From an optimization exercise on the open Yosys and OpenROAD flow, aimed at small area; shortcuts taken in it are not production practice. Function was checked by simulation only, so behaviour that the tests miss may differ from the original. No driver is modelled on the clock port, so clocking that relies on it looks cheaper here than on a real chip. Power and IR drop assume default switching activity.

## LandauController
module LandauController (
    input  wire clk,
    input  wire rst,
    input  wire rx,
    output wire tx
);
Size: about 130 flip-flops.
Settings: LEC_CHECK=0, CAP_MARGIN=20, CORE_MARGIN=2, CORE_UTILIZATION=40, SLEW_MARGIN=20; clock period 20.0 ns.
standard.sh (not shown) runs the stock make flow with config.mk's settings and CLKGATE_MAP_FILE= SYNTH_SCRIPT=/design/flow/synth_recipe.tcl, a recipe that flattens the netlist after the stock synthesis.
==> flow/flow/run.sh <==
#!/bin/bash
set -euo pipefail
export CTS_ARGS="-sink_clustering_enable -repair_clock_nets -dont_use_dummy_load -buf_list sky130_fd_sc_hd__clkbuf_8"
bash standard.sh cts > standard_cts.log 2>&1
R=orfs/results/$FLOW_PLATFORM/LandauController/base
openroad -no_init -exit flow/shrink_clk.tcl > shrink_clk.log 2>&1
bash standard.sh finish > standard.log 2>&1
==> flow/flow/shrink_clk.tcl <==
# Shrink clock buffers after CTS, checking clock-pin slew with placement parasitics.
set plat $::env(FLOW_PLATFORM)
set res orfs/results/$plat/LandauController/base
read_liberty $::env(FLOW_HOME)/platforms/$plat/lib/sky130_fd_sc_hd__tt_025C_1v80.lib
read_db $res/4_cts.odb
read_sdc $res/4_cts.sdc
source $::env(FLOW_HOME)/platforms/$plat/setRC.tcl
set limit 0.105
set sizes {sky130_fd_sc_hd__clkbuf_2 sky130_fd_sc_hd__clkbuf_4 sky130_fd_sc_hd__clkbuf_8}
proc max_slew {} {
  estimate_parasitics -placement
  set mx 0
  foreach p [get_pins -hierarchical */CLK] {
    set s [get_property $p slew_max]
    if {$s > $mx} { set mx $s }
  }
  return $mx
}
puts "before: max clock pin slew [max_slew]"
foreach inst [get_cells clkbuf_*] {
  set name [get_full_name $inst]
  set orig [get_full_name [get_lib_cells -of_objects $inst]]
  set orig [lindex [split $orig /] end]
  foreach sz $sizes {
    if {$sz == $orig} { break }
    replace_cell $name $sz
    set s [max_slew]
    if {$s <= $limit} {
      puts "$name: $orig -> $sz (max slew $s)"
      break
    }
    replace_cell $name $orig
  }
}
puts "after: max clock pin slew [max_slew]"
write_db $res/4_cts.odb
Change:
--- a/flow/design.v
+++ b/flow/design.v
@@ -1,26 +1,25 @@
 module LandauController (
     input  wire clk,
     input  wire rst,
     input  wire rx,
     output wire tx
 );
     reg  [10:0] presc;
-    wire        tick = presc[10] & presc[9] & ~presc[8] & presc[7] & presc[6] & presc[2] & presc[1] & presc[0];
-    wire        clr  = presc[10] & presc[9] & presc[8] & presc[7] & presc[6];
+    wire        tick = presc[10] & presc[9] & presc[7] & presc[6] & presc[2] & presc[1] & presc[0];
     wire [2:0]  ph   = presc[2:0];
     wire        win  = (presc[10:3] == 8'd0);
     wire        w64  = (presc[10:6] == 5'd0);      
     wire        e64  = w64 & (presc[5:0] == 6'd63);
     reg  [2:0]  phh;
     always @(posedge clk)
         if (ph == 3'd7) phh <= phh + 3'd1;
     wire [5:0]  ph64 = {phh, ph};
     always @(posedge clk or posedge rst)
-        if (rst) presc <= 11'd1984;
+        if (rst) presc <= 11'd0;
         else     presc <= tick ? 11'd0 : presc + 11'd1;
     reg [3:0] rxbit;
     reg [1:0] rxsub;
     wire rx_idle = (rxbit == 4'd9);
     wire rsamp   = tick & (rxsub == 2'd1) & ~rx_idle;    
     wire rdata   = rsamp & ~rxbit[3];                    
     wire rend    = rsamp & (rxbit == 4'd8);              
@@ -104,14 +103,18 @@
                 p1 <= rx;
             else
                 cs <= cs_n;
         end
         if (fend) pl <= lane;
         if (go)   rtest <= is69;
     end
+    reg clr;    
+    always @(posedge clk or posedge rst)
+        if (rst)       clr <= 1'b1;
+        else if (e64)  clr <= 1'b0;
     reg [7:0] vl;                         
     wire vwr = (ps == P_VAL) & ~rxbit[3] & (rxsub == 2'd2) & win & (ph == k) & ~rx_idle;
     always @(posedge clk)
         vl <= {vwr ? rx : vl[0], vl[7:1]};
     wire wtest = is69 & (ps == P_AA);
     wire cw    = pv & ~hold;
     always @(posedge clk) begin
@@ -165,25 +168,24 @@
     wire pass1 = ~txbyte[2] & txbyte[1];       
     wire pass2 = txbyte[2];                    
     wire step  = (pass1 | pass2) & ~txbit[3] & (txsub == 2'd1) & w64 & (ph64 == {1'b0, i});
     wire [4:0] i  = {txbyte[2] & txbyte[1], txbyte[0], d};
     wire i0   = (i == 5'd0);
     wire i16  = (i == 5'd16);
     wire ge17 = i[4] & (i[3:0] != 4'd0);
-    wire ge18 = i[4] & (i[3:1] != 3'd0);
-    reg cA, cB;
+    reg cA, cB, sg1, sg2;
     reg [2:0] acc;
     wire x1  = al[0];                                         
     wire x2  = rtest ? i16 : (~i0 & al[31]);                  
     wire ca  = ~i0 & cA;
     wire s   = x1 ^ x2 ^ ca;
     wire coA = (x1 & x2) | (x1 & ca) | (x2 & ca);
-    wire y1  = ~i[4] ? al[16] : (ge17 ? al[14] : al[15]);
-    wire y2  = ge17 ? al[46] : al[47];
-    wire h   = ge18 ? cB : (y1 ^ y2 ^ cB);
+    wire y1  = i[4] ? sg1 : al[16];                           
+    wire y2  = ge17 ? sg2 : al[47];                           
+    wire h   = y1 ^ y2 ^ cB;
     wire coB = (y1 & y2) | (y1 & cB) | (y2 & cB);
     wire [2:0] u  = acc + {2'd0, qd2} + {2'd0, s};
     wire       q  = h ^ u[0];
     wire [2:0] vn = {1'b0, u[2:1]} + {2'd0, u[0] & ~h};
     wire [2:0] an = i0 ? 3'd0 : acc;
     reg  [2:0] acc_n;
     always @(*) begin
@@ -200,20 +202,22 @@
             4'b1_100: acc_n = 3'd4;
             default:  acc_n = 3'd0;
         endcase
     end
     always @(posedge clk)
         if (step) begin
             cA  <= coA;
+            sg1 <= i[4] ? sg1 : al[16];
+            sg2 <= ge17 ? sg2 : y2;
             if (pass1) begin
                 acc <= acc_n;
                 qd1 <= 1'b0;
                 qd2 <= 1'b0;
                 if (i[3:0] == 4'd15) cB <= coA;
             end else begin
                 acc <= vn;
-                cB  <= ge17 ? h : coB;
+                cB  <= coB;
                 qd2 <= qd1;
                 qd1 <= rtest ? s : q;
             end
         end
 endmodule
Effect:
- The changed run completed without violations
- register-to-register slack gains 0.09 ns
- count of clock-buffer cells in the layout stays the same
- sequential share of layout area rose by 0.82 points
- via count went up by 2.8%
- total power goes up by 2.7%
- final cell count came out higher by 0.47%
- synthesized cell count is lower by 0.43%
- clock power climbs by about 3%
- wire length came out higher by 0.76%
- design area is higher by 1.2%
- combinational power fell by about 0.8%
- first-iteration DRC count goes up by 29%
- worst setup slack improves by 0.085 ns
- worst hold slack degrades by 0.0054 ns

[port drivers added, routing unchanged]
The results above use ideal ports. As a check the final layouts listed here were re-extracted and re-timed, cells and wires unchanged. Step 1 sets driving cells, clkbuf_16 on the clock port and buf_2 on the other inputs (assumed; they add their load-dependent delay and slew). Step 2, shift: input delay + t, output delay - t, t = (earliest + latest rising clock arrival at the registers) / 2. This alone moves slack from input paths to output paths. a / b / c = ideal ports / drivers / drivers and shift; a / b = the first two.
| run | shift t [ns] | slack for setup (ns) | worst slew at a driven data input, ns | cell pins on the clock port's net |
|---|---|---|---|---|
| the first run | 0.423 | 14.320 / 14.333 / 13.910 | 0.03 | 1 |
| the second run | 0.526 | 14.405 / 14.376 / 14.171 | 0.03 | 1 |
After both steps every run listed still meets setup and hold. The setup slack of the first run, which loses most, moves by +0.013 ns with the drivers and by -0.410 ns with both steps.
